This design comes from an exercise in tuning for small area, a short achievable clock period and few clock cycles per item on the open sky130 flow, not from production work. No functional check of the RTL was part of this run.

## flow/run.sh

```bash
#!/bin/bash
set -euo pipefail
bash standard.sh SETUP_SLACK_MARGIN=5.5 BUFFER_PORTS_ARGS=-buffer_cell\ sky130_fd_sc_hd__buf_2 CTS_ARGS=-sink_clustering_enable\ -repair_clock_nets\ -dont_use_dummy_load\ -buf_list\ sky130_fd_sc_hd__clkbuf_8\ -sink_clustering_size\ 25 finish > standard.log 2>&1
```

## standard.sh

```bash
#!/bin/bash
# synth_recipe.tcl (not shown) runs the flow's synth.tcl, then flattens the netlist and writes it again
# the make line also repeats each setting of config.mk as NAME=value (left out here)
make -C /OpenROAD-flow-scripts/flow DESIGN_CONFIG=/design/flow/config.mk WORK_HOME=/design/flow/orfs CLKGATE_MAP_FILE= SYNTH_SCRIPT=/design/flow/synth_recipe.tcl "${@:-finish}"
```

## config.mk

```make
export PLATFORM = sky130hd
export DESIGN_NAME = fpm
export DESIGN_NICKNAME = fpm
export VERILOG_FILES = /design/flow/design.v
export SDC_FILE = /design/flow/constraint.sdc
export NUM_CORES = 4
export LEC_CHECK = 0
export CAP_MARGIN = 20
export CORE_MARGIN = 2
export CORE_UTILIZATION = 40
export SETUP_SLACK_MARGIN = 5
export SLEW_MARGIN = 20
export SYNTH_HIERARCHICAL = 1
```

## constraint.sdc

```tcl
create_clock -name core_clock -period 9.0 [get_ports {clk}]
set_input_delay 1.8000 -clock core_clock [delete_from_list [all_inputs] [get_ports {clk}]]
set_output_delay 1.8000 -clock core_clock [all_outputs]
set_load 0.01 [all_outputs]
```

## design.v

```verilog
`timescale 1ns / 1ps
module fpm(
  input clk,
  input rst,
  input [31:0] number_in,
  input number_a_valid,
  output number_a_ready,
  input number_b_valid,
  output number_b_ready,
  output [31:0] number_out,
  output result_valid
);
  reg phase;             
  reg nrm_a;             
  reg vx, vy, vz, vw;    
  reg slow;              
  reg rv;
  reg ar_q, br_q;        
  reg [31:0] ra, rb;
  reg        hb;         
  reg [4:0]  k;          
  reg [6:0]  bone, btwo, bneg;   
  reg [38:0] tsn, tcn;   
  reg        c13, stlo;  
  reg [9:0]  s1_e;       
  reg        s1_s, s1_nan, s1_inf, s1_zero, s1_slow;
  reg [25:0] sig;        
  reg [9:0]  e;          
  reg        le0;        
  reg        s2_s, s2_nan, s2_inf, s2_zero;
  reg [31:0] out;
  wire [7:0] ea = ra[30:23];
  wire [7:0] eb = rb[30:23];
  wire ha = |ea;
  wire hb_e = |eb;
  wire [23:0] ma = {ha, ra[22:0]};
  wire [23:0] mb = {hb, rb[22:0]};
  wire fa0 = ~|ra[22:0];
  wire fb0 = ~|rb[22:0];
  wire a_zero = ~ha & fa0;
  wire b_zero = ~hb_e & fb0;
  wire a_max = &ea;
  wire b_max = &eb;
  wire a_nan = a_max & ~fa0;
  wire b_nan = b_max & ~fb0;
  wire a_inf = a_max & fa0;
  wire b_inf = b_max & fb0;
  wire [7:0] ein = number_in[30:23];
  wire in_f0 = ~|number_in[22:0];
  wire in_sub = ~|ein & ~in_f0;
  wire in_spec = (~|ein & in_f0) | &ein;
  wire a_sub = ~ha & ~fa0;
  wire a_spec = a_zero | a_max;
  wire go_a = a_sub & ~in_sub & ~in_spec;
  wire go_b = in_sub & ~a_sub & ~a_spec;
  wire normalising = nrm_a;
  wire vx_next;
  wire a_fire = number_a_valid & ar_q;
  wire b_fire = number_b_valid & br_q;
  wire swap = b_fire & go_b;
  assign number_a_ready = ar_q;
  assign number_b_ready = br_q;
  assign result_valid = rv;
  assign number_out = out;
  assign vx_next = rst & ((b_fire & ~go_a & ~go_b) | (nrm_a & ra[22]));
  wire [12:0] m_n = vx ? {2'b00, ma[23:13]} : (nrm_a ? {ra[11:0], 1'b0} : ra[12:0]);
  wire [14:0] m_x = {1'b0, m_n, 1'b0};
  wire [6:0] b_one, b_two, b_neg;
  genvar gi;
  generate
    for (gi = 0; gi < 7; gi = gi + 1) begin : g_booth
      assign b_one[gi] = m_x[2*gi+1] ^ m_x[2*gi];
      assign b_two[gi] = (m_x[2*gi+2] & ~m_x[2*gi+1] & ~m_x[2*gi]) |
                         (~m_x[2*gi+2] & m_x[2*gi+1] & m_x[2*gi]);
      assign b_neg[gi] = m_x[2*gi+2];
    end
  endgenerate
  wire [25:0] acc_s = ~tsn[38:13] & {26{~vx}};
  wire [25:0] acc_c = ~tcn[38:13] & {26{~vx}};
  wire [38:0] tree_sn, tree_cn;
  wire t1 = ~(((bone[0] & mb[0]) | (btwo[0] & 1'b0)) ^ bneg[0]);
  wire t2 = ~bneg[0];
  wire t3 = ~acc_s[0];
  wire t4 = ~acc_c[0];
  wire t5 = ~(((bone[0] & mb[1]) | (btwo[0] & mb[0])) ^ bneg[0]);
  wire t6 = ~acc_s[1];
  wire t7 = ~acc_c[1];
  wire t8 = ~(((bone[0] & mb[2]) | (btwo[0] & mb[1])) ^ bneg[0]);
  wire t9 = ~(((bone[1] & mb[0]) | (btwo[1] & 1'b0)) ^ bneg[1]);
  wire t10 = ~bneg[1];
  wire t11 = ~acc_s[2];
  wire t12 = ~acc_c[2];
  wire t13 = ~(((bone[0] & mb[3]) | (btwo[0] & mb[2])) ^ bneg[0]);
  wire t14 = ~(((bone[1] & mb[1]) | (btwo[1] & mb[0])) ^ bneg[1]);
  wire t15 = ~acc_s[3];
  wire t16 = ~acc_c[3];
  wire t17 = ~(((bone[0] & mb[4]) | (btwo[0] & mb[3])) ^ bneg[0]);
  wire t18 = ~(((bone[1] & mb[2]) | (btwo[1] & mb[1])) ^ bneg[1]);
  wire t19 = ~(((bone[2] & mb[0]) | (btwo[2] & 1'b0)) ^ bneg[2]);
  wire t20 = ~bneg[2];
  wire t21 = ~acc_s[4];
  wire t22 = ~acc_c[4];
  wire t23 = ~(((bone[0] & mb[5]) | (btwo[0] & mb[4])) ^ bneg[0]);
  wire t24 = ~(((bone[1] & mb[3]) | (btwo[1] & mb[2])) ^ bneg[1]);
  wire t25 = ~(((bone[2] & mb[1]) | (btwo[2] & mb[0])) ^ bneg[2]);
  wire t26 = ~acc_s[5];
  wire t27 = ~acc_c[5];
  wire t28 = ~(((bone[0] & mb[6]) | (btwo[0] & mb[5])) ^ bneg[0]);
  wire t29 = ~(((bone[1] & mb[4]) | (btwo[1] & mb[3])) ^ bneg[1]);
  wire t30 = ~(((bone[2] & mb[2]) | (btwo[2] & mb[1])) ^ bneg[2]);
  wire t31 = ~(((bone[3] & mb[0]) | (btwo[3] & 1'b0)) ^ bneg[3]);
  wire t32 = ~bneg[3];
  wire t33 = ~acc_s[6];
  wire t34 = ~acc_c[6];
  wire t35 = ~(((bone[0] & mb[7]) | (btwo[0] & mb[6])) ^ bneg[0]);
  wire t36 = ~(((bone[1] & mb[5]) | (btwo[1] & mb[4])) ^ bneg[1]);
  wire t37 = ~(((bone[2] & mb[3]) | (btwo[2] & mb[2])) ^ bneg[2]);
  wire t38 = ~(((bone[3] & mb[1]) | (btwo[3] & mb[0])) ^ bneg[3]);
  wire t39 = ~acc_s[7];
  wire t40 = ~acc_c[7];
  wire t41 = ~(((bone[0] & mb[8]) | (btwo[0] & mb[7])) ^ bneg[0]);
  wire t42 = ~(((bone[1] & mb[6]) | (btwo[1] & mb[5])) ^ bneg[1]);
  wire t43 = ~(((bone[2] & mb[4]) | (btwo[2] & mb[3])) ^ bneg[2]);
  wire t44 = ~(((bone[3] & mb[2]) | (btwo[3] & mb[1])) ^ bneg[3]);
  wire t45 = ~(((bone[4] & mb[0]) | (btwo[4] & 1'b0)) ^ bneg[4]);
  wire t46 = ~bneg[4];
  wire t47 = ~acc_s[8];
  wire t48 = ~acc_c[8];
  wire t49 = ~(((bone[0] & mb[9]) | (btwo[0] & mb[8])) ^ bneg[0]);
  wire t50 = ~(((bone[1] & mb[7]) | (btwo[1] & mb[6])) ^ bneg[1]);
  wire t51 = ~(((bone[2] & mb[5]) | (btwo[2] & mb[4])) ^ bneg[2]);
  wire t52 = ~(((bone[3] & mb[3]) | (btwo[3] & mb[2])) ^ bneg[3]);
  wire t53 = ~(((bone[4] & mb[1]) | (btwo[4] & mb[0])) ^ bneg[4]);
  wire t54 = ~acc_s[9];
  wire t55 = ~acc_c[9];
  wire t56 = ~(((bone[0] & mb[10]) | (btwo[0] & mb[9])) ^ bneg[0]);
  wire t57 = ~(((bone[1] & mb[8]) | (btwo[1] & mb[7])) ^ bneg[1]);
  wire t58 = ~(((bone[2] & mb[6]) | (btwo[2] & mb[5])) ^ bneg[2]);
  wire t59 = ~(((bone[3] & mb[4]) | (btwo[3] & mb[3])) ^ bneg[3]);
  wire t60 = ~(((bone[4] & mb[2]) | (btwo[4] & mb[1])) ^ bneg[4]);
  wire t61 = ~(((bone[5] & mb[0]) | (btwo[5] & 1'b0)) ^ bneg[5]);
  wire t62 = ~bneg[5];
  wire t63 = ~acc_s[10];
  wire t64 = ~acc_c[10];
  wire t65 = ~(((bone[0] & mb[11]) | (btwo[0] & mb[10])) ^ bneg[0]);
  wire t66 = ~(((bone[1] & mb[9]) | (btwo[1] & mb[8])) ^ bneg[1]);
  wire t67 = ~(((bone[2] & mb[7]) | (btwo[2] & mb[6])) ^ bneg[2]);
  wire t68 = ~(((bone[3] & mb[5]) | (btwo[3] & mb[4])) ^ bneg[3]);
  wire t69 = ~(((bone[4] & mb[3]) | (btwo[4] & mb[2])) ^ bneg[4]);
  wire t70 = ~(((bone[5] & mb[1]) | (btwo[5] & mb[0])) ^ bneg[5]);
  wire t71 = ~acc_s[11];
  wire t72 = ~acc_c[11];
  wire t73 = ~(((bone[0] & mb[12]) | (btwo[0] & mb[11])) ^ bneg[0]);
  wire t74 = ~(((bone[1] & mb[10]) | (btwo[1] & mb[9])) ^ bneg[1]);
  wire t75 = ~(((bone[2] & mb[8]) | (btwo[2] & mb[7])) ^ bneg[2]);
  wire t76 = ~(((bone[3] & mb[6]) | (btwo[3] & mb[5])) ^ bneg[3]);
  wire t77 = ~(((bone[4] & mb[4]) | (btwo[4] & mb[3])) ^ bneg[4]);
  wire t78 = ~(((bone[5] & mb[2]) | (btwo[5] & mb[1])) ^ bneg[5]);
  wire t79 = ~((((bone[6] & mb[0]) | (btwo[6] & 1'b0)) ^ bneg[6]) | acc_s[12]);
  wire t80 = ~(bneg[6] | acc_c[12]);
  wire t81 = ~(~vx);
  wire t82 = ~(((bone[0] & mb[13]) | (btwo[0] & mb[12])) ^ bneg[0]);
  wire t83 = ~(((bone[1] & mb[11]) | (btwo[1] & mb[10])) ^ bneg[1]);
  wire t84 = ~(((bone[2] & mb[9]) | (btwo[2] & mb[8])) ^ bneg[2]);
  wire t85 = ~(((bone[3] & mb[7]) | (btwo[3] & mb[6])) ^ bneg[3]);
  wire t86 = ~(((bone[4] & mb[5]) | (btwo[4] & mb[4])) ^ bneg[4]);
  wire t87 = ~(((bone[5] & mb[3]) | (btwo[5] & mb[2])) ^ bneg[5]);
  wire t88 = ~((((bone[6] & mb[1]) | (btwo[6] & mb[0])) ^ bneg[6]) | acc_s[13]);
  wire t89 = ~acc_c[13];
  wire t90 = ~(~vx);
  wire t91 = ~(((bone[0] & mb[14]) | (btwo[0] & mb[13])) ^ bneg[0]);
  wire t92 = ~(((bone[1] & mb[12]) | (btwo[1] & mb[11])) ^ bneg[1]);
  wire t93 = ~(((bone[2] & mb[10]) | (btwo[2] & mb[9])) ^ bneg[2]);
  wire t94 = ~(((bone[3] & mb[8]) | (btwo[3] & mb[7])) ^ bneg[3]);
  wire t95 = ~(((bone[4] & mb[6]) | (btwo[4] & mb[5])) ^ bneg[4]);
  wire t96 = ~(((bone[5] & mb[4]) | (btwo[5] & mb[3])) ^ bneg[5]);
  wire t97 = ~((((bone[6] & mb[2]) | (btwo[6] & mb[1])) ^ bneg[6]) | acc_s[14]);
  wire t98 = ~acc_c[14];
  wire t99 = ~(((bone[0] & mb[15]) | (btwo[0] & mb[14])) ^ bneg[0]);
  wire t100 = ~(((bone[1] & mb[13]) | (btwo[1] & mb[12])) ^ bneg[1]);
  wire t101 = ~(((bone[2] & mb[11]) | (btwo[2] & mb[10])) ^ bneg[2]);
  wire t102 = ~(((bone[3] & mb[9]) | (btwo[3] & mb[8])) ^ bneg[3]);
  wire t103 = ~(((bone[4] & mb[7]) | (btwo[4] & mb[6])) ^ bneg[4]);
  wire t104 = ~(((bone[5] & mb[5]) | (btwo[5] & mb[4])) ^ bneg[5]);
  wire t105 = ~((((bone[6] & mb[3]) | (btwo[6] & mb[2])) ^ bneg[6]) | acc_s[15]);
  wire t106 = ~acc_c[15];
  wire t107 = ~(~vx);
  wire t108 = ~(((bone[0] & mb[16]) | (btwo[0] & mb[15])) ^ bneg[0]);
  wire t109 = ~(((bone[1] & mb[14]) | (btwo[1] & mb[13])) ^ bneg[1]);
  wire t110 = ~(((bone[2] & mb[12]) | (btwo[2] & mb[11])) ^ bneg[2]);
  wire t111 = ~(((bone[3] & mb[10]) | (btwo[3] & mb[9])) ^ bneg[3]);
  wire t112 = ~(((bone[4] & mb[8]) | (btwo[4] & mb[7])) ^ bneg[4]);
  wire t113 = ~(((bone[5] & mb[6]) | (btwo[5] & mb[5])) ^ bneg[5]);
  wire t114 = ~((((bone[6] & mb[4]) | (btwo[6] & mb[3])) ^ bneg[6]) | acc_s[16]);
  wire t115 = ~acc_c[16];
  wire t116 = ~(((bone[0] & mb[17]) | (btwo[0] & mb[16])) ^ bneg[0]);
  wire t117 = ~(((bone[1] & mb[15]) | (btwo[1] & mb[14])) ^ bneg[1]);
  wire t118 = ~(((bone[2] & mb[13]) | (btwo[2] & mb[12])) ^ bneg[2]);
  wire t119 = ~(((bone[3] & mb[11]) | (btwo[3] & mb[10])) ^ bneg[3]);
  wire t120 = ~(((bone[4] & mb[9]) | (btwo[4] & mb[8])) ^ bneg[4]);
  wire t121 = ~(((bone[5] & mb[7]) | (btwo[5] & mb[6])) ^ bneg[5]);
  wire t122 = ~((((bone[6] & mb[5]) | (btwo[6] & mb[4])) ^ bneg[6]) | acc_s[17]);
  wire t123 = ~acc_c[17];
  wire t124 = ~(~vx);
  wire t125 = ~(((bone[0] & mb[18]) | (btwo[0] & mb[17])) ^ bneg[0]);
  wire t126 = ~(((bone[1] & mb[16]) | (btwo[1] & mb[15])) ^ bneg[1]);
  wire t127 = ~(((bone[2] & mb[14]) | (btwo[2] & mb[13])) ^ bneg[2]);
  wire t128 = ~(((bone[3] & mb[12]) | (btwo[3] & mb[11])) ^ bneg[3]);
  wire t129 = ~(((bone[4] & mb[10]) | (btwo[4] & mb[9])) ^ bneg[4]);
  wire t130 = ~(((bone[5] & mb[8]) | (btwo[5] & mb[7])) ^ bneg[5]);
  wire t131 = ~((((bone[6] & mb[6]) | (btwo[6] & mb[5])) ^ bneg[6]) | acc_s[18]);
  wire t132 = ~acc_c[18];
  wire t133 = ~(((bone[0] & mb[19]) | (btwo[0] & mb[18])) ^ bneg[0]);
  wire t134 = ~(((bone[1] & mb[17]) | (btwo[1] & mb[16])) ^ bneg[1]);
  wire t135 = ~(((bone[2] & mb[15]) | (btwo[2] & mb[14])) ^ bneg[2]);
  wire t136 = ~(((bone[3] & mb[13]) | (btwo[3] & mb[12])) ^ bneg[3]);
  wire t137 = ~(((bone[4] & mb[11]) | (btwo[4] & mb[10])) ^ bneg[4]);
  wire t138 = ~(((bone[5] & mb[9]) | (btwo[5] & mb[8])) ^ bneg[5]);
  wire t139 = ~((((bone[6] & mb[7]) | (btwo[6] & mb[6])) ^ bneg[6]) | acc_s[19]);
  wire t140 = ~acc_c[19];
  wire t141 = ~(~vx);
  wire t142 = ~(((bone[0] & mb[20]) | (btwo[0] & mb[19])) ^ bneg[0]);
  wire t143 = ~(((bone[1] & mb[18]) | (btwo[1] & mb[17])) ^ bneg[1]);
  wire t144 = ~(((bone[2] & mb[16]) | (btwo[2] & mb[15])) ^ bneg[2]);
  wire t145 = ~(((bone[3] & mb[14]) | (btwo[3] & mb[13])) ^ bneg[3]);
  wire t146 = ~(((bone[4] & mb[12]) | (btwo[4] & mb[11])) ^ bneg[4]);
  wire t147 = ~(((bone[5] & mb[10]) | (btwo[5] & mb[9])) ^ bneg[5]);
  wire t148 = ~((((bone[6] & mb[8]) | (btwo[6] & mb[7])) ^ bneg[6]) | acc_s[20]);
  wire t149 = ~acc_c[20];
  wire t150 = ~(((bone[0] & mb[21]) | (btwo[0] & mb[20])) ^ bneg[0]);
  wire t151 = ~(((bone[1] & mb[19]) | (btwo[1] & mb[18])) ^ bneg[1]);
  wire t152 = ~(((bone[2] & mb[17]) | (btwo[2] & mb[16])) ^ bneg[2]);
  wire t153 = ~(((bone[3] & mb[15]) | (btwo[3] & mb[14])) ^ bneg[3]);
  wire t154 = ~(((bone[4] & mb[13]) | (btwo[4] & mb[12])) ^ bneg[4]);
  wire t155 = ~(((bone[5] & mb[11]) | (btwo[5] & mb[10])) ^ bneg[5]);
  wire t156 = ~((((bone[6] & mb[9]) | (btwo[6] & mb[8])) ^ bneg[6]) | acc_s[21]);
  wire t157 = ~acc_c[21];
  wire t158 = ~(~vx);
  wire t159 = ~(((bone[0] & mb[22]) | (btwo[0] & mb[21])) ^ bneg[0]);
  wire t160 = ~(((bone[1] & mb[20]) | (btwo[1] & mb[19])) ^ bneg[1]);
  wire t161 = ~(((bone[2] & mb[18]) | (btwo[2] & mb[17])) ^ bneg[2]);
  wire t162 = ~(((bone[3] & mb[16]) | (btwo[3] & mb[15])) ^ bneg[3]);
  wire t163 = ~(((bone[4] & mb[14]) | (btwo[4] & mb[13])) ^ bneg[4]);
  wire t164 = ~(((bone[5] & mb[12]) | (btwo[5] & mb[11])) ^ bneg[5]);
  wire t165 = ~((((bone[6] & mb[10]) | (btwo[6] & mb[9])) ^ bneg[6]) | acc_s[22]);
  wire t166 = ~acc_c[22];
  wire t167 = ~(((bone[0] & mb[23]) | (btwo[0] & mb[22])) ^ bneg[0]);
  wire t168 = ~(((bone[1] & mb[21]) | (btwo[1] & mb[20])) ^ bneg[1]);
  wire t169 = ~(((bone[2] & mb[19]) | (btwo[2] & mb[18])) ^ bneg[2]);
  wire t170 = ~(((bone[3] & mb[17]) | (btwo[3] & mb[16])) ^ bneg[3]);
  wire t171 = ~(((bone[4] & mb[15]) | (btwo[4] & mb[14])) ^ bneg[4]);
  wire t172 = ~(((bone[5] & mb[13]) | (btwo[5] & mb[12])) ^ bneg[5]);
  wire t173 = ~((((bone[6] & mb[11]) | (btwo[6] & mb[10])) ^ bneg[6]) | acc_s[23]);
  wire t174 = ~acc_c[23];
  wire t175 = ~(~vx);
  wire t176 = ~(((bone[0] & 1'b0) | (btwo[0] & mb[23])) ^ bneg[0]);
  wire t177 = ~(((bone[1] & mb[22]) | (btwo[1] & mb[21])) ^ bneg[1]);
  wire t178 = ~(((bone[2] & mb[20]) | (btwo[2] & mb[19])) ^ bneg[2]);
  wire t179 = ~(((bone[3] & mb[18]) | (btwo[3] & mb[17])) ^ bneg[3]);
  wire t180 = ~(((bone[4] & mb[16]) | (btwo[4] & mb[15])) ^ bneg[4]);
  wire t181 = ~(((bone[5] & mb[14]) | (btwo[5] & mb[13])) ^ bneg[5]);
  wire t182 = ~((((bone[6] & mb[12]) | (btwo[6] & mb[11])) ^ bneg[6]) | acc_s[24]);
  wire t183 = ~acc_c[24];
  wire t184 = ~(~bneg[0]);
  wire t185 = ~(((bone[1] & mb[23]) | (btwo[1] & mb[22])) ^ bneg[1]);
  wire t186 = ~(((bone[2] & mb[21]) | (btwo[2] & mb[20])) ^ bneg[2]);
  wire t187 = ~(((bone[3] & mb[19]) | (btwo[3] & mb[18])) ^ bneg[3]);
  wire t188 = ~(((bone[4] & mb[17]) | (btwo[4] & mb[16])) ^ bneg[4]);
  wire t189 = ~(((bone[5] & mb[15]) | (btwo[5] & mb[14])) ^ bneg[5]);
  wire t190 = ~((((bone[6] & mb[13]) | (btwo[6] & mb[12])) ^ bneg[6]) | acc_s[25]);
  wire t191 = ~acc_c[25];
  wire t192 = ~(((bone[1] & 1'b0) | (btwo[1] & mb[23])) ^ bneg[1]);
  wire t193 = ~(((bone[2] & mb[22]) | (btwo[2] & mb[21])) ^ bneg[2]);
  wire t194 = ~(((bone[3] & mb[20]) | (btwo[3] & mb[19])) ^ bneg[3]);
  wire t195 = ~(((bone[4] & mb[18]) | (btwo[4] & mb[17])) ^ bneg[4]);
  wire t196 = ~(((bone[5] & mb[16]) | (btwo[5] & mb[15])) ^ bneg[5]);
  wire t197 = ~((((bone[6] & mb[14]) | (btwo[6] & mb[13])) ^ bneg[6]) | (~vx));
  wire t198 = ~(~bneg[1]);
  wire t199 = ~(((bone[2] & mb[23]) | (btwo[2] & mb[22])) ^ bneg[2]);
  wire t200 = ~(((bone[3] & mb[21]) | (btwo[3] & mb[20])) ^ bneg[3]);
  wire t201 = ~(((bone[4] & mb[19]) | (btwo[4] & mb[18])) ^ bneg[4]);
  wire t202 = ~(((bone[5] & mb[17]) | (btwo[5] & mb[16])) ^ bneg[5]);
  wire t203 = ~(((bone[6] & mb[15]) | (btwo[6] & mb[14])) ^ bneg[6]);
  wire t204 = ~(((bone[2] & 1'b0) | (btwo[2] & mb[23])) ^ bneg[2]);
  wire t205 = ~(((bone[3] & mb[22]) | (btwo[3] & mb[21])) ^ bneg[3]);
  wire t206 = ~(((bone[4] & mb[20]) | (btwo[4] & mb[19])) ^ bneg[4]);
  wire t207 = ~(((bone[5] & mb[18]) | (btwo[5] & mb[17])) ^ bneg[5]);
  wire t208 = ~((((bone[6] & mb[16]) | (btwo[6] & mb[15])) ^ bneg[6]) | (~vx));
  wire t209 = ~(~bneg[2]);
  wire t210 = ~(((bone[3] & mb[23]) | (btwo[3] & mb[22])) ^ bneg[3]);
  wire t211 = ~(((bone[4] & mb[21]) | (btwo[4] & mb[20])) ^ bneg[4]);
  wire t212 = ~(((bone[5] & mb[19]) | (btwo[5] & mb[18])) ^ bneg[5]);
  wire t213 = ~(((bone[6] & mb[17]) | (btwo[6] & mb[16])) ^ bneg[6]);
  wire t214 = ~(((bone[3] & 1'b0) | (btwo[3] & mb[23])) ^ bneg[3]);
  wire t215 = ~(((bone[4] & mb[22]) | (btwo[4] & mb[21])) ^ bneg[4]);
  wire t216 = ~(((bone[5] & mb[20]) | (btwo[5] & mb[19])) ^ bneg[5]);
  wire t217 = ~((((bone[6] & mb[18]) | (btwo[6] & mb[17])) ^ bneg[6]) | (~vx));
  wire t218 = ~(~bneg[3]);
  wire t219 = ~(((bone[4] & mb[23]) | (btwo[4] & mb[22])) ^ bneg[4]);
  wire t220 = ~(((bone[5] & mb[21]) | (btwo[5] & mb[20])) ^ bneg[5]);
  wire t221 = ~(((bone[6] & mb[19]) | (btwo[6] & mb[18])) ^ bneg[6]);
  wire t222 = ~(((bone[4] & 1'b0) | (btwo[4] & mb[23])) ^ bneg[4]);
  wire t223 = ~(((bone[5] & mb[22]) | (btwo[5] & mb[21])) ^ bneg[5]);
  wire t224 = ~((((bone[6] & mb[20]) | (btwo[6] & mb[19])) ^ bneg[6]) | (~vx));
  wire t225 = ~(~bneg[4]);
  wire t226 = ~(((bone[5] & mb[23]) | (btwo[5] & mb[22])) ^ bneg[5]);
  wire t227 = ~(((bone[6] & mb[21]) | (btwo[6] & mb[20])) ^ bneg[6]);
  wire t228 = ~(((bone[5] & 1'b0) | (btwo[5] & mb[23])) ^ bneg[5]);
  wire t229 = ~((((bone[6] & mb[22]) | (btwo[6] & mb[21])) ^ bneg[6]) | (~vx));
  wire t230 = ~(~bneg[5]);
  wire t231 = ~(((bone[6] & mb[23]) | (btwo[6] & mb[22])) ^ bneg[6]);
  wire t232 = ~(((bone[6] & 1'b0) | (btwo[6] & mb[23])) ^ bneg[6]);
  wire t233 = ~(~bneg[6]);
  wire t234, t235;
  fpm_han u_t234 (.an(t28), .bn(t29), .sn(t234), .con(t235));
  wire t236, t237;
  fpm_han u_t236 (.an(t35), .bn(t36), .sn(t236), .con(t237));
  wire t238, t239;
  fpm_fa u_t238 (.a(t41), .b(t42), .c(t43), .s(t238), .co(t239));
  wire t240, t241;
  fpm_han u_t240 (.an(t44), .bn(t45), .sn(t240), .con(t241));
  wire t242, t243;
  fpm_fa u_t242 (.a(t49), .b(t50), .c(t51), .s(t242), .co(t243));
  wire t244, t245;
  fpm_han u_t244 (.an(t52), .bn(t53), .sn(t244), .con(t245));
  wire t246, t247;
  fpm_fa u_t246 (.a(t56), .b(t57), .c(t58), .s(t246), .co(t247));
  wire t248, t249;
  fpm_fa u_t248 (.a(t59), .b(t60), .c(t61), .s(t248), .co(t249));
  wire t250, t251;
  fpm_han u_t250 (.an(t62), .bn(t63), .sn(t250), .con(t251));
  wire t252, t253;
  fpm_fa u_t252 (.a(t65), .b(t66), .c(t67), .s(t252), .co(t253));
  wire t254, t255;
  fpm_fa u_t254 (.a(t68), .b(t69), .c(t70), .s(t254), .co(t255));
  wire t256, t257;
  fpm_han u_t256 (.an(t71), .bn(t72), .sn(t256), .con(t257));
  wire t258, t259;
  fpm_fa u_t258 (.a(t73), .b(t74), .c(t75), .s(t258), .co(t259));
  wire t260, t261;
  fpm_fa u_t260 (.a(t76), .b(t77), .c(t78), .s(t260), .co(t261));
  wire t262, t263;
  fpm_fa u_t262 (.a(t79), .b(t80), .c(t81), .s(t262), .co(t263));
  wire t264, t265;
  fpm_fa u_t264 (.a(t82), .b(t83), .c(t84), .s(t264), .co(t265));
  wire t266, t267;
  fpm_fa u_t266 (.a(t85), .b(t86), .c(t87), .s(t266), .co(t267));
  wire t268, t269;
  fpm_fa u_t268 (.a(t88), .b(t89), .c(t90), .s(t268), .co(t269));
  wire t270, t271;
  fpm_fa u_t270 (.a(t91), .b(t92), .c(t93), .s(t270), .co(t271));
  wire t272, t273;
  fpm_fa u_t272 (.a(t94), .b(t95), .c(t96), .s(t272), .co(t273));
  wire t274, t275;
  fpm_han u_t274 (.an(t97), .bn(t98), .sn(t274), .con(t275));
  wire t276, t277;
  fpm_fa u_t276 (.a(t99), .b(t100), .c(t101), .s(t276), .co(t277));
  wire t278, t279;
  fpm_fa u_t278 (.a(t102), .b(t103), .c(t104), .s(t278), .co(t279));
  wire t280, t281;
  fpm_fa u_t280 (.a(t105), .b(t106), .c(t107), .s(t280), .co(t281));
  wire t282, t283;
  fpm_fa u_t282 (.a(t108), .b(t109), .c(t110), .s(t282), .co(t283));
  wire t284, t285;
  fpm_fa u_t284 (.a(t111), .b(t112), .c(t113), .s(t284), .co(t285));
  wire t286, t287;
  fpm_han u_t286 (.an(t114), .bn(t115), .sn(t286), .con(t287));
  wire t288, t289;
  fpm_fa u_t288 (.a(t116), .b(t117), .c(t118), .s(t288), .co(t289));
  wire t290, t291;
  fpm_fa u_t290 (.a(t119), .b(t120), .c(t121), .s(t290), .co(t291));
  wire t292, t293;
  fpm_fa u_t292 (.a(t122), .b(t123), .c(t124), .s(t292), .co(t293));
  wire t294, t295;
  fpm_fa u_t294 (.a(t125), .b(t126), .c(t127), .s(t294), .co(t295));
  wire t296, t297;
  fpm_fa u_t296 (.a(t128), .b(t129), .c(t130), .s(t296), .co(t297));
  wire t298, t299;
  fpm_han u_t298 (.an(t131), .bn(t132), .sn(t298), .con(t299));
  wire t300, t301;
  fpm_fa u_t300 (.a(t133), .b(t134), .c(t135), .s(t300), .co(t301));
  wire t302, t303;
  fpm_fa u_t302 (.a(t136), .b(t137), .c(t138), .s(t302), .co(t303));
  wire t304, t305;
  fpm_fa u_t304 (.a(t139), .b(t140), .c(t141), .s(t304), .co(t305));
  wire t306, t307;
  fpm_fa u_t306 (.a(t142), .b(t143), .c(t144), .s(t306), .co(t307));
  wire t308, t309;
  fpm_fa u_t308 (.a(t145), .b(t146), .c(t147), .s(t308), .co(t309));
  wire t310, t311;
  fpm_han u_t310 (.an(t148), .bn(t149), .sn(t310), .con(t311));
  wire t312, t313;
  fpm_fa u_t312 (.a(t150), .b(t151), .c(t152), .s(t312), .co(t313));
  wire t314, t315;
  fpm_fa u_t314 (.a(t153), .b(t154), .c(t155), .s(t314), .co(t315));
  wire t316, t317;
  fpm_fa u_t316 (.a(t156), .b(t157), .c(t158), .s(t316), .co(t317));
  wire t318, t319;
  fpm_fa u_t318 (.a(t159), .b(t160), .c(t161), .s(t318), .co(t319));
  wire t320, t321;
  fpm_fa u_t320 (.a(t162), .b(t163), .c(t164), .s(t320), .co(t321));
  wire t322, t323;
  fpm_han u_t322 (.an(t165), .bn(t166), .sn(t322), .con(t323));
  wire t324, t325;
  fpm_fa u_t324 (.a(t167), .b(t168), .c(t169), .s(t324), .co(t325));
  wire t326, t327;
  fpm_fa u_t326 (.a(t170), .b(t171), .c(t172), .s(t326), .co(t327));
  wire t328, t329;
  fpm_fa u_t328 (.a(t173), .b(t174), .c(t175), .s(t328), .co(t329));
  wire t330, t331;
  fpm_fa u_t330 (.a(t176), .b(t177), .c(t178), .s(t330), .co(t331));
  wire t332, t333;
  fpm_fa u_t332 (.a(t179), .b(t180), .c(t181), .s(t332), .co(t333));
  wire t334, t335;
  fpm_han u_t334 (.an(t182), .bn(t183), .sn(t334), .con(t335));
  wire t336, t337;
  fpm_fa u_t336 (.a(t184), .b(t185), .c(t186), .s(t336), .co(t337));
  wire t338, t339;
  fpm_fa u_t338 (.a(t187), .b(t188), .c(t189), .s(t338), .co(t339));
  wire t340, t341;
  fpm_han u_t340 (.an(t190), .bn(t191), .sn(t340), .con(t341));
  wire t342, t343;
  fpm_fa u_t342 (.a(t192), .b(t193), .c(t194), .s(t342), .co(t343));
  wire t344, t345;
  fpm_han u_t344 (.an(t195), .bn(t196), .sn(t344), .con(t345));
  wire t346, t347;
  fpm_fa u_t346 (.a(t198), .b(t199), .c(t200), .s(t346), .co(t347));
  wire t348, t349;
  fpm_han u_t348 (.an(t8), .bn(t9), .sn(t348), .con(t349));
  wire t350, t351;
  fpm_han u_t350 (.an(t13), .bn(t14), .sn(t350), .con(t351));
  wire t352, t353;
  fpm_fa u_t352 (.a(t17), .b(t18), .c(t19), .s(t352), .co(t353));
  wire t354, t355;
  fpm_han u_t354 (.an(t20), .bn(t21), .sn(t354), .con(t355));
  wire t356, t357;
  fpm_fa u_t356 (.a(t23), .b(t24), .c(t25), .s(t356), .co(t357));
  wire t358, t359;
  fpm_han u_t358 (.an(t26), .bn(t27), .sn(t358), .con(t359));
  wire t360, t361;
  fpm_fa u_t360 (.a(t234), .b(t30), .c(t31), .s(t360), .co(t361));
  wire t362, t363;
  fpm_fa u_t362 (.a(t32), .b(t33), .c(t34), .s(t362), .co(t363));
  wire t364, t365;
  fpm_fa u_t364 (.a(t235), .b(t236), .c(t37), .s(t364), .co(t365));
  wire t366, t367;
  fpm_fa u_t366 (.a(t38), .b(t39), .c(t40), .s(t366), .co(t367));
  wire t368, t369;
  fpm_fa u_t368 (.a(t237), .b(t238), .c(t240), .s(t368), .co(t369));
  wire t370, t371;
  fpm_fa u_t370 (.a(t46), .b(t47), .c(t48), .s(t370), .co(t371));
  wire t372, t373;
  fpm_fa u_t372 (.a(t239), .b(t241), .c(t242), .s(t372), .co(t373));
  wire t374, t375;
  fpm_fa u_t374 (.a(t244), .b(t54), .c(t55), .s(t374), .co(t375));
  wire t376, t377;
  fpm_fa u_t376 (.a(t243), .b(t245), .c(t246), .s(t376), .co(t377));
  wire t378, t379;
  fpm_fa u_t378 (.a(t248), .b(t250), .c(t64), .s(t378), .co(t379));
  wire t380, t381;
  fpm_fa u_t380 (.a(t247), .b(t249), .c(t251), .s(t380), .co(t381));
  wire t382, t383;
  fpm_fa u_t382 (.a(t252), .b(t254), .c(t256), .s(t382), .co(t383));
  wire t384, t385;
  fpm_fa u_t384 (.a(t253), .b(t255), .c(t257), .s(t384), .co(t385));
  wire t386, t387;
  fpm_fa u_t386 (.a(t258), .b(t260), .c(t262), .s(t386), .co(t387));
  wire t388, t389;
  fpm_fa u_t388 (.a(t259), .b(t261), .c(t263), .s(t388), .co(t389));
  wire t390, t391;
  fpm_fa u_t390 (.a(t264), .b(t266), .c(t268), .s(t390), .co(t391));
  wire t392, t393;
  fpm_fa u_t392 (.a(t265), .b(t267), .c(t269), .s(t392), .co(t393));
  wire t394, t395;
  fpm_fa u_t394 (.a(t270), .b(t272), .c(t274), .s(t394), .co(t395));
  wire t396, t397;
  fpm_fa u_t396 (.a(t271), .b(t273), .c(t275), .s(t396), .co(t397));
  wire t398, t399;
  fpm_fa u_t398 (.a(t276), .b(t278), .c(t280), .s(t398), .co(t399));
  wire t400, t401;
  fpm_fa u_t400 (.a(t277), .b(t279), .c(t281), .s(t400), .co(t401));
  wire t402, t403;
  fpm_fa u_t402 (.a(t282), .b(t284), .c(t286), .s(t402), .co(t403));
  wire t404, t405;
  fpm_fa u_t404 (.a(t283), .b(t285), .c(t287), .s(t404), .co(t405));
  wire t406, t407;
  fpm_fa u_t406 (.a(t288), .b(t290), .c(t292), .s(t406), .co(t407));
  wire t408, t409;
  fpm_fa u_t408 (.a(t289), .b(t291), .c(t293), .s(t408), .co(t409));
  wire t410, t411;
  fpm_fa u_t410 (.a(t294), .b(t296), .c(t298), .s(t410), .co(t411));
  wire t412, t413;
  fpm_fa u_t412 (.a(t295), .b(t297), .c(t299), .s(t412), .co(t413));
  wire t414, t415;
  fpm_fa u_t414 (.a(t300), .b(t302), .c(t304), .s(t414), .co(t415));
  wire t416, t417;
  fpm_fa u_t416 (.a(t301), .b(t303), .c(t305), .s(t416), .co(t417));
  wire t418, t419;
  fpm_fa u_t418 (.a(t306), .b(t308), .c(t310), .s(t418), .co(t419));
  wire t420, t421;
  fpm_fa u_t420 (.a(t307), .b(t309), .c(t311), .s(t420), .co(t421));
  wire t422, t423;
  fpm_fa u_t422 (.a(t312), .b(t314), .c(t316), .s(t422), .co(t423));
  wire t424, t425;
  fpm_fa u_t424 (.a(t313), .b(t315), .c(t317), .s(t424), .co(t425));
  wire t426, t427;
  fpm_fa u_t426 (.a(t318), .b(t320), .c(t322), .s(t426), .co(t427));
  wire t428, t429;
  fpm_fa u_t428 (.a(t319), .b(t321), .c(t323), .s(t428), .co(t429));
  wire t430, t431;
  fpm_fa u_t430 (.a(t324), .b(t326), .c(t328), .s(t430), .co(t431));
  wire t432, t433;
  fpm_fa u_t432 (.a(t325), .b(t327), .c(t329), .s(t432), .co(t433));
  wire t434, t435;
  fpm_fa u_t434 (.a(t330), .b(t332), .c(t334), .s(t434), .co(t435));
  wire t436, t437;
  fpm_fa u_t436 (.a(t331), .b(t333), .c(t335), .s(t436), .co(t437));
  wire t438, t439;
  fpm_fa u_t438 (.a(t336), .b(t338), .c(t340), .s(t438), .co(t439));
  wire t440, t441;
  fpm_fa u_t440 (.a(t337), .b(t339), .c(t341), .s(t440), .co(t441));
  wire t442, t443;
  fpm_fa u_t442 (.a(t342), .b(t344), .c(t197), .s(t442), .co(t443));
  wire t444, t445;
  fpm_fa u_t444 (.a(t343), .b(t345), .c(t346), .s(t444), .co(t445));
  wire t446, t447;
  fpm_fa u_t446 (.a(t201), .b(t202), .c(t203), .s(t446), .co(t447));
  wire t448, t449;
  fpm_fa u_t448 (.a(t347), .b(t204), .c(t205), .s(t448), .co(t449));
  wire t450, t451;
  fpm_fa u_t450 (.a(t206), .b(t207), .c(t208), .s(t450), .co(t451));
  wire t452, t453;
  fpm_fa u_t452 (.a(t209), .b(t210), .c(t211), .s(t452), .co(t453));
  wire t454, t455;
  fpm_han u_t454 (.an(t212), .bn(t213), .sn(t454), .con(t455));
  wire t456, t457;
  fpm_fa u_t456 (.a(t214), .b(t215), .c(t216), .s(t456), .co(t457));
  wire t458, t459;
  fpm_han u_t458 (.an(t218), .bn(t219), .sn(t458), .con(t459));
  wire t460, t461;
  fpm_han u_t460 (.an(t1), .bn(t2), .sn(t460), .con(t461));
  wire t462, t463;
  fpm_han u_t462 (.an(t5), .bn(t6), .sn(t462), .con(t463));
  wire t464, t465;
  fpm_fa u_t464 (.a(t348), .b(t10), .c(t11), .s(t464), .co(t465));
  wire t466, t467;
  fpm_fa u_t466 (.a(t349), .b(t350), .c(t15), .s(t466), .co(t467));
  wire t468, t469;
  fpm_fa u_t468 (.a(t351), .b(t352), .c(t354), .s(t468), .co(t469));
  wire t470, t471;
  fpm_fa u_t470 (.a(t353), .b(t355), .c(t356), .s(t470), .co(t471));
  wire t472, t473;
  fpm_fa u_t472 (.a(t357), .b(t359), .c(t360), .s(t472), .co(t473));
  wire t474, t475;
  fpm_fa u_t474 (.a(t361), .b(t363), .c(t364), .s(t474), .co(t475));
  wire t476, t477;
  fpm_fa u_t476 (.a(t365), .b(t367), .c(t368), .s(t476), .co(t477));
  wire t478, t479;
  fpm_fa u_t478 (.a(t369), .b(t371), .c(t372), .s(t478), .co(t479));
  wire t480, t481;
  fpm_fa u_t480 (.a(t373), .b(t375), .c(t376), .s(t480), .co(t481));
  wire t482, t483;
  fpm_fa u_t482 (.a(t377), .b(t379), .c(t380), .s(t482), .co(t483));
  wire t484, t485;
  fpm_fa u_t484 (.a(t381), .b(t383), .c(t384), .s(t484), .co(t485));
  wire t486, t487;
  fpm_fa u_t486 (.a(t385), .b(t387), .c(t388), .s(t486), .co(t487));
  wire t488, t489;
  fpm_fa u_t488 (.a(t389), .b(t391), .c(t392), .s(t488), .co(t489));
  wire t490, t491;
  fpm_fa u_t490 (.a(t393), .b(t395), .c(t396), .s(t490), .co(t491));
  wire t492, t493;
  fpm_fa u_t492 (.a(t397), .b(t399), .c(t400), .s(t492), .co(t493));
  wire t494, t495;
  fpm_fa u_t494 (.a(t401), .b(t403), .c(t404), .s(t494), .co(t495));
  wire t496, t497;
  fpm_fa u_t496 (.a(t405), .b(t407), .c(t408), .s(t496), .co(t497));
  wire t498, t499;
  fpm_fa u_t498 (.a(t409), .b(t411), .c(t412), .s(t498), .co(t499));
  wire t500, t501;
  fpm_fa u_t500 (.a(t413), .b(t415), .c(t416), .s(t500), .co(t501));
  wire t502, t503;
  fpm_fa u_t502 (.a(t417), .b(t419), .c(t420), .s(t502), .co(t503));
  wire t504, t505;
  fpm_fa u_t504 (.a(t421), .b(t423), .c(t424), .s(t504), .co(t505));
  wire t506, t507;
  fpm_fa u_t506 (.a(t425), .b(t427), .c(t428), .s(t506), .co(t507));
  wire t508, t509;
  fpm_fa u_t508 (.a(t429), .b(t431), .c(t432), .s(t508), .co(t509));
  wire t510, t511;
  fpm_fa u_t510 (.a(t433), .b(t435), .c(t436), .s(t510), .co(t511));
  wire t512, t513;
  fpm_fa u_t512 (.a(t437), .b(t439), .c(t440), .s(t512), .co(t513));
  wire t514, t515;
  fpm_fa u_t514 (.a(t441), .b(t443), .c(t444), .s(t514), .co(t515));
  wire t516, t517;
  fpm_fa u_t516 (.a(t445), .b(t447), .c(t448), .s(t516), .co(t517));
  wire t518, t519;
  fpm_fa u_t518 (.a(t449), .b(t451), .c(t452), .s(t518), .co(t519));
  wire t520, t521;
  fpm_fa u_t520 (.a(t453), .b(t455), .c(t456), .s(t520), .co(t521));
  wire t522, t523;
  fpm_fa u_t522 (.a(t457), .b(t458), .c(t220), .s(t522), .co(t523));
  wire t524, t525;
  fpm_fa u_t524 (.a(t459), .b(t222), .c(t223), .s(t524), .co(t525));
  wire t526, t527;
  fpm_han u_t526 (.an(t225), .bn(t226), .sn(t526), .con(t527));
  wire t528, t529;
  fpm_han u_t528 (.an(t460), .bn(t3), .sn(t528), .con(t529));
  wire t530, t531;
  fpm_fa u_t530 (.a(t461), .b(t462), .c(t7), .s(t530), .co(t531));
  wire t532, t533;
  fpm_fa u_t532 (.a(t463), .b(t464), .c(t12), .s(t532), .co(t533));
  wire t534, t535;
  fpm_fa u_t534 (.a(t465), .b(t466), .c(t16), .s(t534), .co(t535));
  wire t536, t537;
  fpm_fa u_t536 (.a(t467), .b(t468), .c(t22), .s(t536), .co(t537));
  wire t538, t539;
  fpm_fa u_t538 (.a(t469), .b(t470), .c(t358), .s(t538), .co(t539));
  wire t540, t541;
  fpm_fa u_t540 (.a(t471), .b(t472), .c(t362), .s(t540), .co(t541));
  wire t542, t543;
  fpm_fa u_t542 (.a(t473), .b(t474), .c(t366), .s(t542), .co(t543));
  wire t544, t545;
  fpm_fa u_t544 (.a(t475), .b(t476), .c(t370), .s(t544), .co(t545));
  wire t546, t547;
  fpm_fa u_t546 (.a(t477), .b(t478), .c(t374), .s(t546), .co(t547));
  wire t548, t549;
  fpm_fa u_t548 (.a(t479), .b(t480), .c(t378), .s(t548), .co(t549));
  wire t550, t551;
  fpm_fa u_t550 (.a(t481), .b(t482), .c(t382), .s(t550), .co(t551));
  wire t552, t553;
  fpm_fa u_t552 (.a(t483), .b(t484), .c(t386), .s(t552), .co(t553));
  wire t554, t555;
  fpm_fa u_t554 (.a(t485), .b(t486), .c(t390), .s(t554), .co(t555));
  wire t556, t557;
  fpm_fa u_t556 (.a(t487), .b(t488), .c(t394), .s(t556), .co(t557));
  wire t558, t559;
  fpm_fa u_t558 (.a(t489), .b(t490), .c(t398), .s(t558), .co(t559));
  wire t560, t561;
  fpm_fa u_t560 (.a(t491), .b(t492), .c(t402), .s(t560), .co(t561));
  wire t562, t563;
  fpm_fa u_t562 (.a(t493), .b(t494), .c(t406), .s(t562), .co(t563));
  wire t564, t565;
  fpm_fa u_t564 (.a(t495), .b(t496), .c(t410), .s(t564), .co(t565));
  wire t566, t567;
  fpm_fa u_t566 (.a(t497), .b(t498), .c(t414), .s(t566), .co(t567));
  wire t568, t569;
  fpm_fa u_t568 (.a(t499), .b(t500), .c(t418), .s(t568), .co(t569));
  wire t570, t571;
  fpm_fa u_t570 (.a(t501), .b(t502), .c(t422), .s(t570), .co(t571));
  wire t572, t573;
  fpm_fa u_t572 (.a(t503), .b(t504), .c(t426), .s(t572), .co(t573));
  wire t574, t575;
  fpm_fa u_t574 (.a(t505), .b(t506), .c(t430), .s(t574), .co(t575));
  wire t576, t577;
  fpm_fa u_t576 (.a(t507), .b(t508), .c(t434), .s(t576), .co(t577));
  wire t578, t579;
  fpm_fa u_t578 (.a(t509), .b(t510), .c(t438), .s(t578), .co(t579));
  wire t580, t581;
  fpm_fa u_t580 (.a(t511), .b(t512), .c(t442), .s(t580), .co(t581));
  wire t582, t583;
  fpm_fa u_t582 (.a(t513), .b(t514), .c(t446), .s(t582), .co(t583));
  wire t584, t585;
  fpm_fa u_t584 (.a(t515), .b(t516), .c(t450), .s(t584), .co(t585));
  wire t586, t587;
  fpm_fa u_t586 (.a(t517), .b(t518), .c(t454), .s(t586), .co(t587));
  wire t588, t589;
  fpm_fa u_t588 (.a(t519), .b(t520), .c(t217), .s(t588), .co(t589));
  wire t590, t591;
  fpm_fa u_t590 (.a(t521), .b(t522), .c(t221), .s(t590), .co(t591));
  wire t592, t593;
  fpm_fa u_t592 (.a(t523), .b(t524), .c(t224), .s(t592), .co(t593));
  wire t594, t595;
  fpm_fa u_t594 (.a(t525), .b(t526), .c(t227), .s(t594), .co(t595));
  wire t596, t597;
  fpm_fa u_t596 (.a(t527), .b(t228), .c(t229), .s(t596), .co(t597));
  wire t598, t599;
  fpm_han u_t598 (.an(t230), .bn(t231), .sn(t598), .con(t599));
  assign tree_sn = {1'b1, t233, t599, t597, t595, t593, t591, t589, t587, t585, t583, t581, t579, t577, t575, t573, t571, t569, t567, t565, t563, t561, t559, t557, t555, t553, t551, t549, t547, t545, t543, t541, t539, t537, t535, t533, t531, t529, t528};
  assign tree_cn = {1'b1, 1'b1, t232, t598, t596, t594, t592, t590, t588, t586, t584, t582, t580, t578, t576, t574, t572, t570, t568, t566, t564, t562, t560, t558, t556, t554, t552, t550, t548, t546, t544, t542, t540, t538, t536, t534, t532, t530, t4};
  wire [9:0] ex = {2'b00, ea | {7'd0, ~ha}} + {2'b00, eb | {7'd0, ~hb_e}} - 10'd126 - {5'd0, k};
  wire x_nan = a_nan | b_nan | (a_inf & b_zero) | (b_inf & a_zero);
  wire x_inf = (a_inf | b_inf) & ~x_nan;
  wire x_zero = (a_zero | b_zero) & ~x_nan & ~x_inf;
  wire [13:0] lo = {1'b0, ~tsn[12:0]} + {1'b0, ~tcn[12:0]};
  wire [34:0] phn = tsn[34:0] + tcn[34:0] + {34'd0, ~c13};
  wire [34:0] ph = ~phn;   
  wire        p47 = ph[34];
  wire [25:0] sig_z = p47 ? {ph[34:10], stlo | |ph[9:0]} : {ph[33:9], stlo | |ph[8:0]};
  wire [9:0]  s1_em1 = s1_e - 10'd1;
  wire [9:0]  e_z = p47 ? s1_e : s1_em1;
  wire        le0_z = p47 ? (s1_e[9] | (s1_e == 10'd0)) : (s1_em1[9] | (s1_em1 == 10'd0));
  wire busy = vw & ~s2_nan & ~s2_inf & ~s2_zero & le0;
  wire [22:0] mant = sig[24:2];
  wire        inc  = sig[1] & (sig[0] | mant[0]);
  wire [9:0]  fe   = e & {10{sig[25]}};
  wire [32:0] rnd  = {fe, mant} + {32'd0, inc};
  wire        ovf  = rnd[32:23] >= 10'd255;
  wire [31:0] res_w = s2_nan  ? {s2_s, 31'h7fc00000} :
                      s2_zero ? {s2_s, 31'd0} :
                      (s2_inf | ovf) ? {s2_s, 8'hff, 23'd0} :
                      {s2_s, rnd[30:0]};
  wire phase_n = a_fire | (phase & ~b_fire);
  wire nrm_a_n = b_fire ? (go_a | go_b) : (nrm_a & ~ra[22]);
  wire [8:0] esum = {1'b0, ea | {7'd0, ~ha}} + {1'b0, eb | {7'd0, ~hb_e}};
  wire slow_set = vx & ((k != 5'd0) | (esum <= 9'd127));
  wire slow_n = slow_set | (slow & ~(vw & ~busy & ~vx & ~vy & ~vz & ~normalising));
  always @(posedge clk) begin
    if (ar_q | swap)
      ra <= number_in;
    else if (nrm_a) begin
      ra[22:0] <= {ra[21:0], 1'b0};
      if (ra[22]) ra[30:23] <= 8'd1;
    end
    if (swap)
      rb <= ra;
    else if (phase)
      rb <= number_in;
    if (swap)
      hb <= 1'b1;
    else if (phase)
      hb <= |ein;
    if (phase)
      k <= 5'd0;
    else if (normalising)
      k <= k + 5'd1;
    if (vx) begin
      s1_e <= ex;
      s1_s <= (ra[31] ^ rb[31]) & ~(a_nan | b_nan);
      s1_nan <= x_nan;
      s1_inf <= x_inf;
      s1_zero <= x_zero;
    end
    tsn <= tree_sn;
    tcn <= tree_cn;
    c13 <= lo[13];
    stlo <= |lo[12:0];
    bone <= b_one;
    btwo <= b_two;
    bneg <= b_neg;
    if (!busy) begin
      sig <= sig_z;
      e <= e_z;
      le0 <= le0_z;
      s2_s <= s1_s;
    end else begin
      sig <= {1'b0, sig[25:2], sig[1] | sig[0]};
      e <= e + 10'd1;
      le0 <= e[9];
    end
    s2_nan <= s1_nan & ~busy;
    s2_inf <= s1_inf & ~busy;
    s2_zero <= s1_zero & ~busy;
    out <= res_w;
    if (rst == 0) begin
      phase <= 1'b0;
      nrm_a <= 1'b0;
      vx <= 1'b0;
      vy <= 1'b0;
      vz <= 1'b0;
      vw <= 1'b0;
      slow <= 1'b0;
      rv <= 1'b0;
      ar_q <= 1'b1;      
      br_q <= 1'b0;
    end else begin
      phase <= phase_n;
      nrm_a <= nrm_a_n;
      vx <= vx_next;
      vy <= vx;
      vz <= vy;
      vw <= vz | busy;
      rv <= vw & ~busy;
      slow <= slow_n;
      ar_q <= ~phase_n & ~nrm_a_n;
      br_q <= phase_n & ~slow_n;
    end
  end
endmodule
module fpm_fa(input a, input b, input c, output s, output co);
  assign s = a ^ b ^ c;
  assign co = (a & b) | (a & c) | (b & c);
endmodule
module fpm_han(input an, input bn, output sn, output con);
  assign sn = ~(an ^ bn);
  assign con = an | bn;
endmodule
```

==> run notes <==
-- Yosys stat by module (local to each module, per instance) --
| module | flops+latches | cells inside | area [sq um] | copies in the design |
|---|---|---|---|---|
| fpm_fa | 0 | 1 | 20.0 | 158 |
| fpm_han | 0 | 5 | 27.5 | 25 |
| fpm | 263 | 1785 | 16300 | 1 |
-- layout make-up --
| cell class | instances | area, sq um | area share (%) |
|---|---|---|---|
| antenna | 2 | 5.00 | 0.0223 |
| sequential | 263 | 6080 | 27.1 |
| inverter | 197 | 742 | 3.31 |
| clock buffer | 47 | 647 | 2.89 |
| tap | 672 | 841 | 3.75 |
| timing repair buffer | 123 | 1020 | 4.54 |
| multi-input combinational | 1491 | 13100 | 58.4 |
-- cell families (layout without fill, tap and decap cells) --
kind of cell	Yosys count	after routing
AO/OA/AOI/OAI	414	414
XOR/XNOR	253	253
adder cells (fa/ha/maj)	271	271
buffers and inverters	319	367
flip-flops	263	263
multiplexers	65	65
other	1	4
AND/OR/NAND/NOR	482	486
-- flip-flops by register name, summed over array words and instances (netlist names), 5 cells and up --
register	flops
btwo	7
s1_e	10
bone	7
sig	26
rb	32
tsn	37
k	5
ra	32
e	10
bneg	6
out	32
tcn	37
-- cell usage in the layout (no fill, tap or decap), drive strengths merged, types with 47 or more instances in the layout --
cell	synthesis	final
o21ai	50	50
xnor2	211	211
a22oi	147	147
nand2	114	114
dfxtp	184	184
edfxtp	79	79
fa	168	168
clkbuf	103	47
a21oi	77	77
nor2	124	124
buf	19	123
ha	103	103
inv	197	197
mux2	53	53
-- through the flow --
step	utilization, %	instances	instance area, sq um
after floorplan	-	2069	20300
after global placement	42.1	2698	21000
after detailed placement	42.1	2698	21000
after CTS	44.3	2779	22100
after global routing	44.8	2795	22400
final	44.8	2795	22400
-- metal layers --
| metal | track usage (%) | vias to the layer above |
|---|---|---|
| li1 | - | 7196 |
| met1 | 28.3 | 7656 |
| met2 | 34.2 | 600 |
| met3 | 3.56 | 149 |
| met4 | 7.70 | 0 |
| met5 | 0 | - |
-- synth_stat cells, drive strengths merged (22+ instances only) --
library cell  instances  area [sq um]
xnor2               211          1850
inv                 197           739
dfxtp               184          3680
fa                  168          3360
a22oi               147          1100
nor2                124           465
nand2               114           428
clkbuf              103           387
ha                  103          1290
edfxtp               79          2370
a21oi                77           385
mux2                 53           601
o21ai                50           250
or2                  44           275
xor2                 42           368
nand3                32           165
a21o                 31           233
nor4                 31           194
nand4                30           188
nor3                 22           110
-- final timing paths --
path / to / slack (ns)
setup reg to reg: tcn[12] / 5.51
setup / recovery: tcn[12] / 5.51
hold / removal: out[31] / 0.37
hold reg to reg: out[31] / 0.37
-- worst max-delay path: cells and delay by family, from the launching register on --
kind / cells / cell delay [ns]
adder cells (fa/ha/maj): 4 / 1.96
AO/OA/AOI/OAI: 1 / 0.20
flip-flops: 1 / 0.89
XOR/XNOR: 1 / 0.24
-- timing repair --
action,in CTS,in global routing
gates resized for setup,21,23
hold buffers,0,0
endpoints found under the setup margin,172,122
cloned,3,1
buffers inserted,31,13
pin swaps,4,1
==> results.json <==
{
  "first_global_vias": 15773,
  "clk_root_buffer_cell": "clkbuf_8",
  "maxSlewViolCount": 0,
  "worst_slew_pin_slew_ns": 1.12,
  "dpl.hpwl_microns": 39000,
  "numCtsBuffers": 47,
  "total_drc_errors_in_the_routed_layout": 0,
  "dp_worst_setup_slack_ns": 4.14,
  "wl_met2_microns": 26000,
  "site_row_count": 82,
  "vias_after_detailed_routing": 15601,
  "port_buffers": 70,
  "timing.hold.ws_ns": 0.365,
  "routabilityCongestion": 0.864,
  "worst_skew_pair.late_latency_ns": 0.62,
  "largest_net_degree_at_the_start_of_global_routing": 67,
  "achievable-frequency_mhz": 287,
  "design.core.area_sq_mm": 0.0500,
  "status": "finished clean",
  "yosys-mux-area-fraction_pct": 3.57,
  "synth_compound_gate_area_share_pct": 14.2,
  "path_clk_slew_ns": 0.06,
  "drive_gt1_share_pct": 15.4,
  "seq_area_frac_synth_pct": 30.0,
  "critical-path-top-cell-by-count": "fa_1",
  "num-fill-cells": 4712,
  "fp.dieW_microns": 229,
  "netlist_instances": 2068,
  "synthSimpleGateAreaFrac_pct": 12.1,
  "fin_nets": 2430,
  "initial_utilization_pct": 40.4,
  "slew-limit-headroom_pct": 24.9,
  "post_drt_via_cell_ratio": 5.58,
  "post_synth_adder_cell_area_pct": 23.1,
  "grt_first_pass_wirelength_microns": 87700,
  "cp_slowest_stage_delay_ns": 0.89,
  "total_detailed_routing_wirelength_microns": 56200,
  "synth-seq-cells": 263,
  "floorplan.io_pins": 71,
  "wl_met1_microns": 24400,
  "async_reset_ff_share_pct": 0,
  "areaGrowthSynthToFinish_pct": 11.1,
  "critical_hold_path_startpoint": "s2_s",
  "hold_viol_final": 0,
  "hold_path_depth": 0,
  "postSynthAreaPerCell_sq_um": 9.75,
  "worst-setup-path-type": "flop to flop",
  "setup.worst_path.start_class": "flop",
  "cts_tree": "done",
  "antenna_found_initial": 2,
  "critPathSlowestCell": "edfxtp_1",
  "postRouteAntennaNets": 0,
  "worstPathCellList": "a22oi_1 -> xnor2_1 -> fa_1 -> fa_1 -> fa_1 -> fa_1",
  "number_of_synthesized_flops_with_an_enable_pin": 79,
  "final.period_utilization_pct": 38.7,
  "clock-skew-final_ns": 0.0737,
  "worstReg2RegStart": "rb[0]",
  "drv_cap": 0,
  "finish_stage_setup_viols": 0,
  "worst_hold_path_type": "flop to flop",
  "maxUsedRoutingLayer": "met4",
  "routedWlPerCell_microns": 20.1,
  "yosys_warnings": 7,
  "final.setup.worst_slack_ns": 5.51,
  "grt_remaining_overflow": 0,
  "synth_top_family_by_area": "adder cells",
  "globalRouteTotalUtil_pct": 21.1,
  "synthesis.area_sq_mm": 0.0202,
  "rsz0062_at_grt": "yes",
  "worst_r2r_path_depth": 6,
  "cp_data_arrival_time_ns": 3.92,
  "synth_xor_xnor_area_share_pct": 11.0,
  "h-tree-depth": 2,
  "worstPathMaxFanout": 15,
  "fp.dieArea_sq_mm": 0.0522,
  "starting_drt_drc_count": 1276,
  "cts_buffer_depth": 3,
  "cp_data_required_time_ns": 9.43,
  "period_minus_slack_ns": 3.49,
  "routed-wl-met3_microns": 3990,
  "critical_path.endpoint_type": "flop",
  "cp-startpoint": "rb[0]",
  "die_height_microns": 229,
  "total_negative_setup_slacks_ns": 0,
  "synth_top_flop_cell": "dfxtp_1",
  "detailedRoute.firstPassIterationCount": 8,
  "synth_cell_types": 69,
  "clock_sink_count": 263
}

-- what the ideal ports hide --
The results above use ideal ports. As a check the final layout listed here was re-extracted and re-timed, cells and wires unchanged. Step 1 assumes that a clkbuf_16 drives the clock port and a buf_2 every other input. Step 2, shift: input delay + t, output delay - t, t = (earliest + latest rising clock arrival at the registers) / 2. This alone moves slack from input paths to output paths. a / b / c = ideal ports / drivers / drivers and shift; a / b = the first two.
shift t [ns]: 0.643
setup WS [ns]: 5.514 / 5.514 / 5.032
clock arrival spread, ns: 0.074 / 0.075
worst register clock-pin slew, ns: 0.07 / 0.07
After both steps setup and hold are still met in this run. The setup slack of this run moves by 0.000 ns with the drivers and by -0.482 ns with both steps.
